From an optimization exercise on the open Yosys and OpenROAD flow, aimed at small area; shortcuts taken in it are not production practice.
Function was checked by simulation only, so behaviour that the tests miss may differ from the original.
Power figures rest on the tool's default switching activity, not on a simulated workload.

==> flow/design.v (excerpt) <==
module action_processor
#(
   parameter C_AXIS_DATA_WIDTH = 64,
   parameter C_AXIS_TUSER_WIDTH=128,
   parameter C_AXIS_LEN_DATA_WIDTH=16,
   parameter C_AXIS_SPT_DATA_WIDTH=8,
   parameter C_AXIS_DPT_DATA_WIDTH=8,
   parameter OPENFLOW_ACTION_SIZE = 320
)
(
   input asclk,
   input aresetn,
   input [C_AXIS_DATA_WIDTH-1:0] s_axis_tdata,
   input [(C_AXIS_DATA_WIDTH/8)-1:0] s_axis_tstrb,
   input [C_AXIS_TUSER_WIDTH-1:0] s_axis_tuser,
   input  s_axis_tvalid,
   input  s_axis_tlast,
   output s_axis_tready,
   input [OPENFLOW_ACTION_SIZE -1: 0] lu_action,
   input lu_req,
   input lu_done,
   output [C_AXIS_DATA_WIDTH-1:0] m_axis_tdata,
   output [(C_AXIS_DATA_WIDTH/8)-1:0] m_axis_tstrb,
   output [C_AXIS_TUSER_WIDTH-1:0] m_axis_tuser,
   output m_axis_tvalid,
   output reg  m_axis_tlast,
   input  m_axis_tready,
   output reg [31:0] num_pkts_processed
);
   localparam FIFO_CTRL_WIDTH = 2;
   localparam FIFO_DATA_WIDTH = C_AXIS_DATA_WIDTH +
                                C_AXIS_DATA_WIDTH/8 +
                                FIFO_CTRL_WIDTH;
   localparam TUSER_LEN_POS = 0;
   localparam TUSER_SPT_POS = TUSER_LEN_POS
                            + C_AXIS_LEN_DATA_WIDTH;
   localparam TUSER_DPT_POS = TUSER_SPT_POS
                            + C_AXIS_SPT_DATA_WIDTH;
   localparam FLAG_START_MSB = 2'b10,
              FLAG_START_LSB = 2'b01;
   localparam NUM_DT_RD_STATES = 3;
   localparam DT_RD_1ST = 1,
              DT_RD_REST = 2,
              DT_RD_WAIT = 4;
   localparam NUM_DL_STATES = 8;
   localparam DL_HDR_1ST = 1,
              DL_HDR_2ND = 2,
              DL_THRU_CHK = 4,
              DL_THRU = 8,
              DL_HDR_3RD_POP = 16,
              DL_SFT_CHK = 32,
              DL_SFT = 64,
              DL_SFT_LAST = 128;
   localparam NUM_NW_STATES = 12;
   localparam NW_HDR_1ST = 1,
              NW_HDR_2ND_PTN1 = 2,
              NW_HDR_2ND_PTN2 = 4,
              NW_HDR_3RD_PTN1 = 8,
              NW_HDR_3RD_PTN2 = 16,
              NW_HDR_4TH_PTN1 = 32,
              NW_OPT_PASS = 64,
              TP_HDR_2ND_PTN1 = 128,
              TP_HDR_2ND_PTN2 = 256,
              TP_HDR_3RD_PTN1 = 512,
              TP_HDR_3RD_PTN2 = 1024,
              NW_THRU = 2048;
   localparam NUM_NWCS_STATES = 17;
   localparam NWCS_1ST = 1,
              NWCS_2ND = 2,
  ...
Size: roughly 13000 cells after synthesis, ~3900 flip-flops, roughly 760 I/O pins, ~160000 µm² of cells after synthesis.
Settings: LEC_CHECK=0, CAP_MARGIN=20, CORE_MARGIN=2, CORE_UTILIZATION=30, PLACE_DENSITY=0.5, SLEW_MARGIN=20; clock period 10.0 ns.
run.sh (not shown) runs the stock make flow with config.mk's settings and CLKGATE_MAP_FILE= SYNTH_SCRIPT=/design/flow/synth_recipe.tcl, a recipe that flattens the netlist after the stock synthesis.
Change:
--- a/flow/design.v
+++ b/flow/design.v
@@ -369,44 +369,33 @@
    always @(posedge asclk) begin
       if (s_tuser_wr_en) begin
          tx_user_hi <= s_axis_tuser[C_AXIS_TUSER_WIDTH-1:TUSER_DPT_POS+C_AXIS_DPT_DATA_WIDTH];
          tx_user_spt <= s_axis_tuser[TUSER_SPT_POS +: C_AXIS_SPT_DATA_WIDTH];
          tx_user_len <= s_axis_tuser[TUSER_LEN_POS +: C_AXIS_LEN_DATA_WIDTH];
       end
    end
-   wire [2:0] s_strb_code = s_axis_tstrb[7] ? 3'd7 : s_axis_tstrb[6] ? 3'd6 :
-                            s_axis_tstrb[5] ? 3'd5 : s_axis_tstrb[4] ? 3'd4 :
-                            s_axis_tstrb[3] ? 3'd3 : s_axis_tstrb[2] ? 3'd2 :
-                            s_axis_tstrb[1] ? 3'd1 : 3'd0;
-   wire [2:0] tx_strb_code;
    fallthrough_small_fifo
-     #(.WIDTH(C_AXIS_DATA_WIDTH+4), .MAX_DEPTH_BITS(4),
+     #(.WIDTH(FIFO_DATA_WIDTH-1), .MAX_DEPTH_BITS(4),
        .CAPACITY(16), .PTR_BITS(4))
      input_buf
        (.din           ({s_axis_tlast,
-                         s_strb_code,
+                         s_axis_tstrb,
                          s_axis_tdata}),   
         .wr_en         ((s_axis_tvalid && s_axis_tready)),    
         .rd_en         (fifo_rd_en),       
         .dout          ({tx_last_infifo,
-                        tx_strb_code,
+                        tx_strb,
                         tx_data}),
         .nearly_full   (fifo_nearly_full),
         .empty         (fifo_empty),
         .reset         (~aresetn),
         .clk           (asclk)
         );
    assign tx_valid_infifo = 1'b1;
    generate
-      genvar k;
-      for (k=0; k<8; k=k+1) begin:gen_tx_strb
-         assign tx_strb[k] = (tx_strb_code >= k);
-      end
-   endgenerate
-   generate
       genvar i;
       for (i=0; i<8; i=i+1) begin:gen_network_order_data
          assign be_tx_strb_infifo[7-i] = tx_strb[i];
          assign be_tx_data_infifo[((56-i*8)+7):(56-i*8)]  = tx_data[(i*8+7):(i*8)];
       end
    endgenerate
    always @(posedge asclk) begin
@@ -2048,43 +2037,31 @@
       genvar j;
       for (j=0; j<8; j=j+1) begin:gen_little_endian_data
          assign le_tp_out_strb[7-j] = tp_out_strb[j];
          assign le_tp_out_data[((56-j*8)+7):(56-j*8)]  =
             tp_out_data[(j*8+7):(j*8)];
       end
    endgenerate
-   wire [2:0] le_tp_out_strb_code =
-      le_tp_out_strb[7] ? 3'd7 : le_tp_out_strb[6] ? 3'd6 :
-      le_tp_out_strb[5] ? 3'd5 : le_tp_out_strb[4] ? 3'd4 :
-      le_tp_out_strb[3] ? 3'd3 : le_tp_out_strb[2] ? 3'd2 :
-      le_tp_out_strb[1] ? 3'd1 : 3'd0;
-   wire [2:0] m_strb_code;
    fallthrough_small_fifo
-     #(.WIDTH(C_AXIS_DATA_WIDTH+4), .MAX_DEPTH_BITS(4),
+     #(.WIDTH(FIFO_DATA_WIDTH-1), .MAX_DEPTH_BITS(4),
        .CAPACITY(14), .PTR_BITS(4))
      output_fifo
        (.din           ({tp_out_last,
-                         le_tp_out_strb_code,
+                         le_tp_out_strb,
                          le_tp_out_data}),   
         .wr_en         (tp_out_wr),    
         .rd_en         (m_tdata_rd_en),
         .dout          ({m_axis_tlast_int,
-                         m_strb_code,
+                         m_axis_tstrb,
                          m_axis_tdata}),
         .nearly_full   (),
         .empty         (pkt_buf_empty),
         .reset         (~aresetn),
         .clk           (asclk)
         );
-   generate
-      genvar m;
-      for (m=0; m<8; m=m+1) begin:gen_m_strb
-         assign m_axis_tstrb[m] = (m_strb_code >= m);
-      end
-   endgenerate
    assign m_axis_tvalid = ~pkt_buf_empty;
    always @(*) begin
       mi_tuser_valid_nxt = mi_tuser_valid;
       mi_tuser_state_nxt = mi_tuser_state;
       case (mi_tuser_state)
          TU_WAIT_TVALID: begin
             if (tp_out_wr) begin
After rerunning: Global-route usage climbs by 1.3 points. Clock skew climbs by 0.035 ns. Routed wire length climbs by 11%. Die area climbs by 3.7%. Worst hold slack got worse by 0.016 ns. Worst setup slack got worse by 0.23 ns. Combinational power climbs by 8.6%. Design area climbs by 3.8%. Critical path depth drops by 2. Synthesized cell count climbs by 2.6%. Via count climbs by 3.9%. Total power climbs by 5.2%. Register-to-register slack improved by 0.11 ns.

## port drivers added, routing unchanged
How much do the figures lean on ideal ports? The routed layouts below were timed once more, with nothing changed but the port constraints.
Step 1 assumes that a clkbuf_16 drives the clock port and a buf_2 every other input.
Step 2, shift: input delay + t, output delay - t, t = (earliest + latest rising clock arrival at the registers) / 2. This alone moves slack from input paths to output paths.
Slacks: no drivers / after step 1 / after step 2; pairs: no drivers / after step 1.
| run | t, ns | setup WS [ns] | hold slack, ns |
|---|---|---|---|
| the first run | 1.135 | 3.425 / 3.293 / 3.992 | 0.429 / 0.429 / 0.429 |
| the second run | 1.143 | 3.199 / 3.068 / 4.011 | 0.413 / 0.413 / 0.413 |
After both steps setup and hold are still met in every run listed.
